What follows belongs to an exercise in optimizing a design on an open flow for small area; a production flow would make more cautious choices.
Only the layout flow was run in this run; the RTL was not checked for function there.
No driver is modelled on the clock port, so clock power and skew are understated where the tree is cut down; a real chip needs a root buffer or a tree.

--- design/flow/flow/run.sh ---
#!/bin/bash
# The standard layout (standard.sh), except that:
# - the combinational logic is remapped for area after floorplan
#   (flow/restructure.tcl, OpenROAD's restructure; its ABC log goes to
#   rmp_work/abc.log);
# - the input and output ports get the smallest buffer cell;
# - clock tree synthesis adds no dummy loads (cells that only balance the
#   load of the clock tree's leaf nets);
# - after clock tree synthesis, pairs of nearby leaf buffers with few sinks
#   are merged into one (flow/merge_clock_leaves.tcl).
# Each ORFS step writes its own log under orfs/logs; standard.log holds the
# make output.
export RMP_WORK_DIR=$PWD/rmp_work
export POST_FLOORPLAN_TCL=$PWD/flow/restructure.tcl
export POST_CTS_TCL=$PWD/flow/merge_clock_leaves.tcl
export BUFFER_PORTS_ARGS="-buffer_cell sky130_fd_sc_hd__buf_1"
export CTS_ARGS="-sink_clustering_enable -repair_clock_nets -buf_list sky130_fd_sc_hd__clkbuf_8 -dont_use_dummy_load"
bash standard.sh > standard.log 2>&1
--- design/flow/flow/merge_clock_leaves.tcl ---
# Merge clock tree leaf buffers in pairs where the pair is close together and
# small: the sinks of one leaf buffer move to the other, which is placed at the
# centre of all its sinks, and the emptied buffer is removed. Leaf buffers are
# the ones clock_tree_synthesis names clkbuf_<level>_<index>_0_<clock> at the
# deepest level. Each buffer takes part in one merge at most.
set block [ord::get_db_block]
# limits on a merged pair: distance between the buffers (dbu) and sinks
set max_dist 40000
set max_sinks 20

proc inst_center {inst} {
  set b [$inst getBBox]
  return [list [expr {([$b xMin] + [$b xMax]) / 2}] [expr {([$b yMin] + [$b yMax]) / 2}]]
}

proc net_sinks {net} {
  return [expr {[llength [$net getITerms]] - 1}]
}

set level -1
foreach inst [$block getInsts] {
  if {[regexp {^clkbuf_(\d+)_\d+_0_} [$inst getName] -> l] && $l > $level} {
    set level $l
  }
}
set leaves {}
foreach inst [$block getInsts] {
  if {[string match "clkbuf_${level}_*_0_*" [$inst getName]]} {
    lappend leaves $inst
  }
}
puts "merge_clock_leaves: [llength $leaves] leaf buffers at level $level"

set remaining $leaves
while {1} {
  set best_d -1
  foreach a $remaining {
    lassign [inst_center $a] ax ay
    set sa [net_sinks [[$a findITerm X] getNet]]
    foreach b $remaining {
      if {[$a getName] eq [$b getName]} { continue }
      set sb [net_sinks [[$b findITerm X] getNet]]
      if {$sa + $sb > $max_sinks} { continue }
      lassign [inst_center $b] bx by
      set d [expr {abs($ax - $bx) + abs($ay - $by)}]
      if {$d > $max_dist} { continue }
      if {$best_d < 0 || $d < $best_d} {
        set best_d $d
        set keep $a
        set drop $b
      }
    }
  }
  if {$best_d < 0} { break }
  set net_keep [[$keep findITerm X] getNet]
  set net_drop [[$drop findITerm X] getNet]
  set moved 0
  foreach it [$net_drop getITerms] {
    if {[[$it getInst] getName] eq [$drop getName]} { continue }
    $it disconnect
    $it connect $net_keep
    incr moved
  }
  puts "merge_clock_leaves: [$drop getName] -> [$keep getName], $moved sinks moved, [net_sinks $net_keep] in all, [expr {$best_d / 1000.0}] um apart"
  # place the kept buffer at the centre of its sinks
  set sx 0
  set sy 0
  set n 0
  foreach it [$net_keep getITerms] {
    if {[[$it getInst] getName] eq [$keep getName]} { continue }
    lassign [inst_center [$it getInst]] x y
    set sx [expr {$sx + $x}]
    set sy [expr {$sy + $y}]
    incr n
  }
  set b [$keep getBBox]
  $keep setLocation [expr {$sx / $n - ([$b xMax] - [$b xMin]) / 2}] [expr {$sy / $n - ([$b yMax] - [$b yMin]) / 2}]
  [$drop findITerm A] disconnect
  [$drop findITerm X] disconnect
  odb::dbInst_destroy $drop
  odb::dbNet_destroy $net_drop
  set rest {}
  foreach i $remaining {
    if {[$i getName] ne [$keep getName] && [$i getName] ne [$drop getName]} { lappend rest $i }
  }
  set remaining $rest
}

detailed_placement
check_placement -verbose
--- design/flow/flow/restructure.tcl ---
# Sourced by ORFS at the end of floorplan (POST_FLOORPLAN_TCL): remap the
# combinational logic between the registers for area with OpenROAD's
# restructure (ABC). Registers and ports are left as synthesis made them.
file mkdir $::env(RMP_WORK_DIR)
remove_buffers
report_design_area
restructure -target area \
  -liberty_file $::env(PLATFORM_DIR)/lib/sky130_fd_sc_hd__tt_025C_1v80.lib \
  -tiehi_port sky130_fd_sc_hd__conb_1/HI -tielo_port sky130_fd_sc_hd__conb_1/LO \
  -work_dir $::env(RMP_WORK_DIR) -abc_logfile $::env(RMP_WORK_DIR)/abc.log
report_design_area
restructure -target area \
  -liberty_file $::env(PLATFORM_DIR)/lib/sky130_fd_sc_hd__tt_025C_1v80.lib \
  -tiehi_port sky130_fd_sc_hd__conb_1/HI -tielo_port sky130_fd_sc_hd__conb_1/LO \
  -work_dir $::env(RMP_WORK_DIR) -abc_logfile $::env(RMP_WORK_DIR)/abc2.log
report_design_area
report_worst_slack -max
--- design/flow/standard.sh ---
#!/bin/bash
# synth_recipe.tcl (not shown) runs the flow's synth.tcl, then flattens the netlist and writes it again
# the make line also repeats each setting of config.mk as NAME=value (left out here)
make -C /OpenROAD-flow-scripts/flow DESIGN_CONFIG=/design/flow/config.mk WORK_HOME=/design/flow/orfs CLKGATE_MAP_FILE= SYNTH_SCRIPT=/design/flow/synth_recipe.tcl "${@:-finish}"
--- design/flow/config.mk ---
export PLATFORM = sky130hd
export DESIGN_NAME = SPIwithFIFO
export DESIGN_NICKNAME = SPIwithFIFO
export VERILOG_FILES = /design/flow/design.v
export SDC_FILE = /design/flow/constraint.sdc
export NUM_CORES = 4
export LEC_CHECK = 0
export CAP_MARGIN = 20
export CORE_MARGIN = 2
export CORE_UTILIZATION = 70
export CTS_BUF_LIST = sky130_fd_sc_hd__clkbuf_8
export SLEW_MARGIN = 20
--- design/flow/constraint.sdc ---
create_clock -name core_clock -period 5.0 [get_ports {clk}]
set_input_delay 1.0000 -clock core_clock [delete_from_list [all_inputs] [get_ports {clk}]]
set_output_delay 1.0000 -clock core_clock [all_outputs]
set_load 0.01 [all_outputs]
--- design/flow/design.v ---
`timescale 1ns / 1ps
module FIFO #(
	parameter WIDTH = 8,
	parameter DEPTH = 8
	)(
	input clk,
	input rst_n,
	input [WIDTH - 1:0] writeData,
	input writeEn,
	output logic [WIDTH - 1:0] readData,
	input readEn,
	output full,
	output empty
	);
	logic [3:0] count;
	logic isFull;
	logic [DEPTH - 1:0][WIDTH - 1:0] mem;
	logic [7:0] at;  
	assign at[0] = ~count[3] & ~count[0];
	assign at[1] = ~count[1] & count[0];
	assign at[2] = ~count[2] & count[1];
	assign at[3] = ~count[3] & count[2];
	assign at[4] = count[3] & count[0];
	assign at[5] = count[1] & ~count[0];
	assign at[6] = count[2] & ~count[1];
	assign at[7] = count[3] & ~count[2];
	assign full = isFull;
	assign empty = at[0] & ~isFull;
	always @* begin
		readData = 0;
		for (int j = 0; j < DEPTH; j = j + 1)
			readData = readData | (mem[j] & {WIDTH{at[j]}});
	end
	always @(posedge clk) begin
		if (writeEn)
			mem <= {mem[DEPTH - 2:0], writeData};
		if (~rst_n) begin
			count <= 0;
			isFull <= 1'b0;
		end else if (writeEn & ~readEn) begin
			count <= {count[2:0], ~count[3]};
			isFull <= at[7];
		end else if (readEn & ~writeEn) begin
			count <= {~count[0], count[3:1]};
			isFull <= 1'b0;
		end
	end
endmodule
`timescale 1ns / 1ps
module SPIwithFIFO #(
	parameter WIDTH = 8,
	parameter TxFIFODepth = 8,
	parameter RxFIFODepth = 8
	)(
	input clk,
	input rst_n,
    input CS_n,
    input SCLK,
    input MOSI,
    output MISO,
	output [WIDTH - 1:0] RXdata,
	input readEn,
	output RXFIFOempty,
	output RXFIFOfull,
	output TXFIFOempty,
	output TXFIFOfull,
	input [WIDTH - 1:0] TXdata,
	input writeEn
    );
	localparam RXAW = $clog2(RxFIFODepth);
	logic CS_nHist;  
	logic prevSCLK;
	logic CS_nFallingEdge;
	logic sclkRise, sclkFall;
	assign CS_nFallingEdge = CS_nHist & ~CS_n;
	assign sclkRise = ~prevSCLK & SCLK;
	assign sclkFall = prevSCLK & ~SCLK;
	always @(posedge clk) begin
		CS_nHist <= CS_n;
		prevSCLK <= SCLK;
	end
	logic [WIDTH - 1:0] shiftIn;
	logic [2:0] rxBitCount;
	logic rxByteDone;    
	logic writeRXFIFO;   
	always @(posedge clk) begin
		if (sclkRise)
			shiftIn <= {shiftIn[WIDTH - 2:0], MOSI};
		if (~rst_n) begin
			rxBitCount <= 3'b000;
			rxByteDone <= 1'b0;
			writeRXFIFO <= 1'b0;
		end else begin
			writeRXFIFO <= rxByteDone;
			rxByteDone <= sclkRise && rxBitCount == 3'b100;  
			if (CS_nFallingEdge)
				rxBitCount <= 3'b000;
			else if (sclkRise)
				rxBitCount <= {rxBitCount[1:0], ~(rxBitCount[2] ^ (rxBitCount[1] & ~rxBitCount[0]))};
		end
	end
	logic [RxFIFODepth - 1:0][WIDTH - 1:0] rxMem;
	logic [3:0] rxCount;
	logic rxShift;
	logic [WIDTH - 1:0] rxMux;
	always @* begin
		rxMux = 0;
		for (int j = 0; j < RxFIFODepth; j = j + 1)
			rxMux = rxMux | (rxMem[j] & {WIDTH{rxCount == j || (j == RxFIFODepth - 1 && rxCount[3])}});
	end
	assign RXdata = rxMux;
	assign RXFIFOempty = rxCount == 0;
	assign RXFIFOfull = rxCount[3];
	assign rxShift = writeRXFIFO ? (rxCount != 7 | readEn) : (rxCount[3] & readEn);
	always @(posedge clk) begin
		if (~rst_n)
			rxMem[0] <= 0;  
		else if (rxShift)
			rxMem <= {rxMem[RxFIFODepth - 2:0], shiftIn};
		if (~rst_n)
			rxCount <= 0;
		else if (writeRXFIFO & ~readEn)
			rxCount <= rxCount + 1'b1;
		else if (readEn & ~writeRXFIFO)
			rxCount <= rxCount - 1'b1;
	end
	logic [WIDTH - 1:0] shiftOut;
	logic [3:0] txBitCount;
	logic [3:0] txBitCountDec;
	logic readTXFIFO;   
	logic loadTX;       
	logic [WIDTH - 1:0] TXFIFOdata;
	assign MISO = shiftOut[WIDTH - 1];
	assign txBitCountDec = {txBitCount[2:0],
		txBitCount[2] ? (txBitCount[3] ^ (txBitCount[1] & txBitCount[0])) : ~txBitCount[3]};
	FIFO #(.WIDTH(WIDTH), .DEPTH(TxFIFODepth)) TXFIFO (
		.clk(clk),
		.rst_n(rst_n),
		.writeData(TXdata),
		.writeEn(writeEn),
		.readData(TXFIFOdata),
		.readEn(readTXFIFO),
		.full(TXFIFOfull),
		.empty(TXFIFOempty)
	);
	logic shiftOutEn;
	logic [WIDTH - 1:0] shiftOutNext;
	assign shiftOutEn = ~rst_n | sclkFall | loadTX;
	assign shiftOutNext = ~rst_n ? {WIDTH{1'b0}} : sclkFall ? {shiftOut[WIDTH - 2:0], 1'b0} : TXFIFOdata;
	logic startTX;
	assign startTX = ~readTXFIFO & ~loadTX && txBitCount == 4'b0000 && ~TXFIFOempty && ~CS_nFallingEdge;
	always @(posedge clk) begin
		if (shiftOutEn)
			shiftOut <= shiftOutNext;
		if (~rst_n) begin
			txBitCount <= 4'b0110;
			readTXFIFO <= 1'b0;
			loadTX <= 1'b0;
		end else begin
			readTXFIFO <= startTX;
			loadTX <= readTXFIFO;
			if (sclkFall)
				txBitCount <= txBitCountDec;
			else if (startTX | CS_nFallingEdge)
				txBitCount <= 4'b0110;
		end
	end
endmodule
==> results.json <==
{
  "drcViolationCount": 0,
  "die_area_um2": 9880,
  "track_usage_pct": 25.0,
  "area_growth_pct": 2.87,
  "grt_pass1_vias": 3526,
  "placedCellCount": 523,
  "synth_commonest_cells": "edfxtp_1, nand2_1, a221oi_1, dfxtp_1, clkbuf_1",
  "coreArea_um2": 8760,
  "setup_viol": 0,
  "ys_types": 45,
  "grt_util_met3_pct": 5.06,
  "endpoint": "RXdata[6]",
  "cp-startpoint": "rxCount[2]$_SDFFE_PN0P_",
  "final_util_pct": 74.8,
  "cts.sinks": 166,
  "port_buffers": 27,
  "synth_edf_count": 136,
  "ys_top_cells_by_area": "edfxtp_1, dfxtp_1, a221oi_1, nand2_1, a222oi_1",
  "clk_pin_slew_worst_paths_ns": 0.11,
  "dp_hpwl_mm": 7.21,
  "ys_ff_latch": 166,
  "drv_slew": 0,
  "synth_most_common_cell": "edfxtp_1",
  "antenna_found_initial": 0,
  "timing.fmax_ghz": 0.266,
  "fin_cells": 535,
  "drt-total-wl_mm": 11.6,
  "worstPathRequired_ns": 4.00,
  "drtIter0Drc": 321,
  "drive_gt1_share_pct": 4.68,
  "worst_setup_path_start_kind": "flip-flop",
  "synth.largest_area_cell": "edfxtp_1",
  "crit_fanout": 18,
  "end_kind": "primary output",
  "outcome": "finished clean",
  "p_leak_nw": 2.10,
  "clk_latency_ns": 0.40,
  "maxCapViolCount": 0,
  "rsz0062_at_grt": "no",
  "nets": 444,
  "antenna_cells": 0,
  "grtUsageMet1_pct": 39.6,
  "dpl_cell_area_um2": 6390,
  "io_pins": 28,
  "crit_type": "flip-flop to primary output",
  "yosysSeqAreaShare_pct": 73.5,
  "fp-row-count": 34,
  "tns_ns": 0,
  "grt_overflow": 0,
  "p_per_area_nw_per_um2": 369,
  "viasPerCell": 6.92,
  "grt_max_degree": 67,
  "syn_avg_cell_area_um2": 14.6,
  "clock_skew_ns": 0.0301,
  "power_mw": 2.42,
  "via_count": 3701,
  "hp-class": "flip-flop to flip-flop",
  "syn_nets": 458,
  "r2r_slack_ns": 1.78,
  "die_w_um": 99.4,
  "place_congestion": 0.837,
  "period_share_pct": 75.2,
  "grt_pass1_wl_mm": 18.9,
  "met2_usage_pct": 36.1,
  "initial_core_util_pct": 72.7,
  "reg2reg_to": "rxMem[62]$_DFFE_PP_",
  "netlist_area_um2": 6370,
  "synth.top_cell.area_share_pct": 64.1,
  "peakVddDrop_mv": 0.233,
  "r2r_cells": 5,
  "worst_pin_slew_ns": 0.984,
  "busiest_layer": "met1",
  "finalInstanceArea_um2": 6550,
  "syn_inst": 436,
  "r2r-start": "rxCount[3]$_SDFFE_PN0P_",
  "hold_viol": 0,
  "crit_arrival_ns": 2.76,
  "yosysWarnings": 2,
  "layout_min_cycle_time_ns": 3.76,
  "ant_nets": 0,
  "synthArstFlopShare_pct": 0,
  "synth_ff_type": "edfxtp_1",
  "firstDrtPassIters": 5,
  "slew_headroom_pct": 34.1,
  "die_y_um": 99.4,
  "wire_per_inst_um": 21.7
}
[critical path, cell delays in order (launching register included)]
cell	delay (ns)
dfxtp_1	0.57
clkinv_1	0.55
nor3_1	0.49
nand2b_1	0.34
a222oi_1	0.17
clkinv_1	0.08
buf_1	0.14
[sequential cells by signal, summed over array words and instances (netlist names), 3 cells and up]
name          flops
TXFIFO.count      4
TXFIFO.mem       64
txBitCount        4
rxBitCount        3
rxMem            64
shiftIn           8
rxCount           4
shiftOut          8
[cell usage in the layout, fill, tap and decap left out, types with 8 or more instances in the layout]
| cell | n |
|---|---|
| a21oi_1 | 15 |
| a221oi_1 | 34 |
| a222oi_1 | 9 |
| buf_1 | 26 |
| clkbuf_8 | 12 |
| clkinv_1 | 29 |
| dfxtp_1 | 30 |
| edfxtp_1 | 136 |
| nand2_1 | 21 |
| nand3_1 | 9 |
| nor2_1 | 18 |
| o21ai_0 | 10 |
| o221a_1 | 12 |
| o221ai_1 | 8 |
[layer usage]
| metal | vias up | wire, µm |
|---|---|---|
| met4 | 0 | 129 |
| met5 | - | 0 |
| met2 | 149 | 5350 |
| met1 | 1848 | 5320 |
| met3 | 13 | 783 |
| li1 | 1691 | - |
[cells by family after synthesis]
kind of cell / share of synthesized area [%]
compound gates: 14.3
xor+xnor: 0.412
fa+ha+maj: 1.37
buf+inv: 2.61
flops: 73.5
mux: 0.628
simple gates: 7.15
[worst min-delay path by stage]
stage | startpoint | end | slack [ns] | cells after the start
final | rxBitCount[0]$_SDFFE_PP0P_ | rxByteDone$_SDFF_PN0_ | 0.43 | 1
after detailed placement | rxBitCount[0]$_SDFFE_PP0P_ | rxByteDone$_SDFF_PN0_ | 0.42 | 1
after global placement | rxBitCount[0]$_SDFFE_PP0P_ | rxByteDone$_SDFF_PN0_ | 0.41 | 1
after global routing | rxMem[28]$_DFFE_PP_ | rxMem[36]$_DFFE_PP_ | 0.46 | 0
after floorplan | rxByteDone$_SDFF_PN0_ | writeRXFIFO$_SDFF_PN0_ | 0.41 | 1
[layout make-up]
type,instances,area [µm²]
Timing Repair Buffer,33,151
Multi-Input combinational cell,187,1310
Clock buffer,12,165
Tap cell,108,135
Sequential cell,166,4680
Inverter,29,109
Fill cell,541,2210
[power by group]
group	total, mW	internal (mW)	switching [mW]
Clock	0.585	0.216	0.369
Sequential	1.62	1.57	0.0516
Combinational	0.216	0.0803	0.136
Total	2.42	1.86	0.556
[metrics by stage]
stage	hold WS (ns)	setup WS, ns
2_1_floorplan	0.412	1.72
3_3_place_gp	0.412	1.69
3_5_place_dp	0.424	1.55
5_1_grt	0.462	0.963
6_report	0.433	1.24

-- separate check: timing with driven ports --
No port has a modelled driver above. Below, the same layout with a new extraction and two added sets of constraints. Step 1 sets driving cells, clkbuf_16 on the clock port and buf_2 on the other inputs (assumed; they add their load-dependent delay and slew). Step 2 also shifts input and output timing later by t, the mid clock arrival at the registers, as if the neighbouring blocks saw the same clock. a / b / c = no drivers / after step 1 / after step 2; a / b = the first two.
t (ns): 0.420
setup slack, ns: 1.239 / 1.206 / 1.528
worst register clock-pin slew, ns: 0.11 / 0.11
worst data-port slew with drivers (ns): 0.04
After both steps this run still meets setup and hold. The setup slack of this run moves by -0.033 ns with the drivers and by +0.289 ns with both steps.
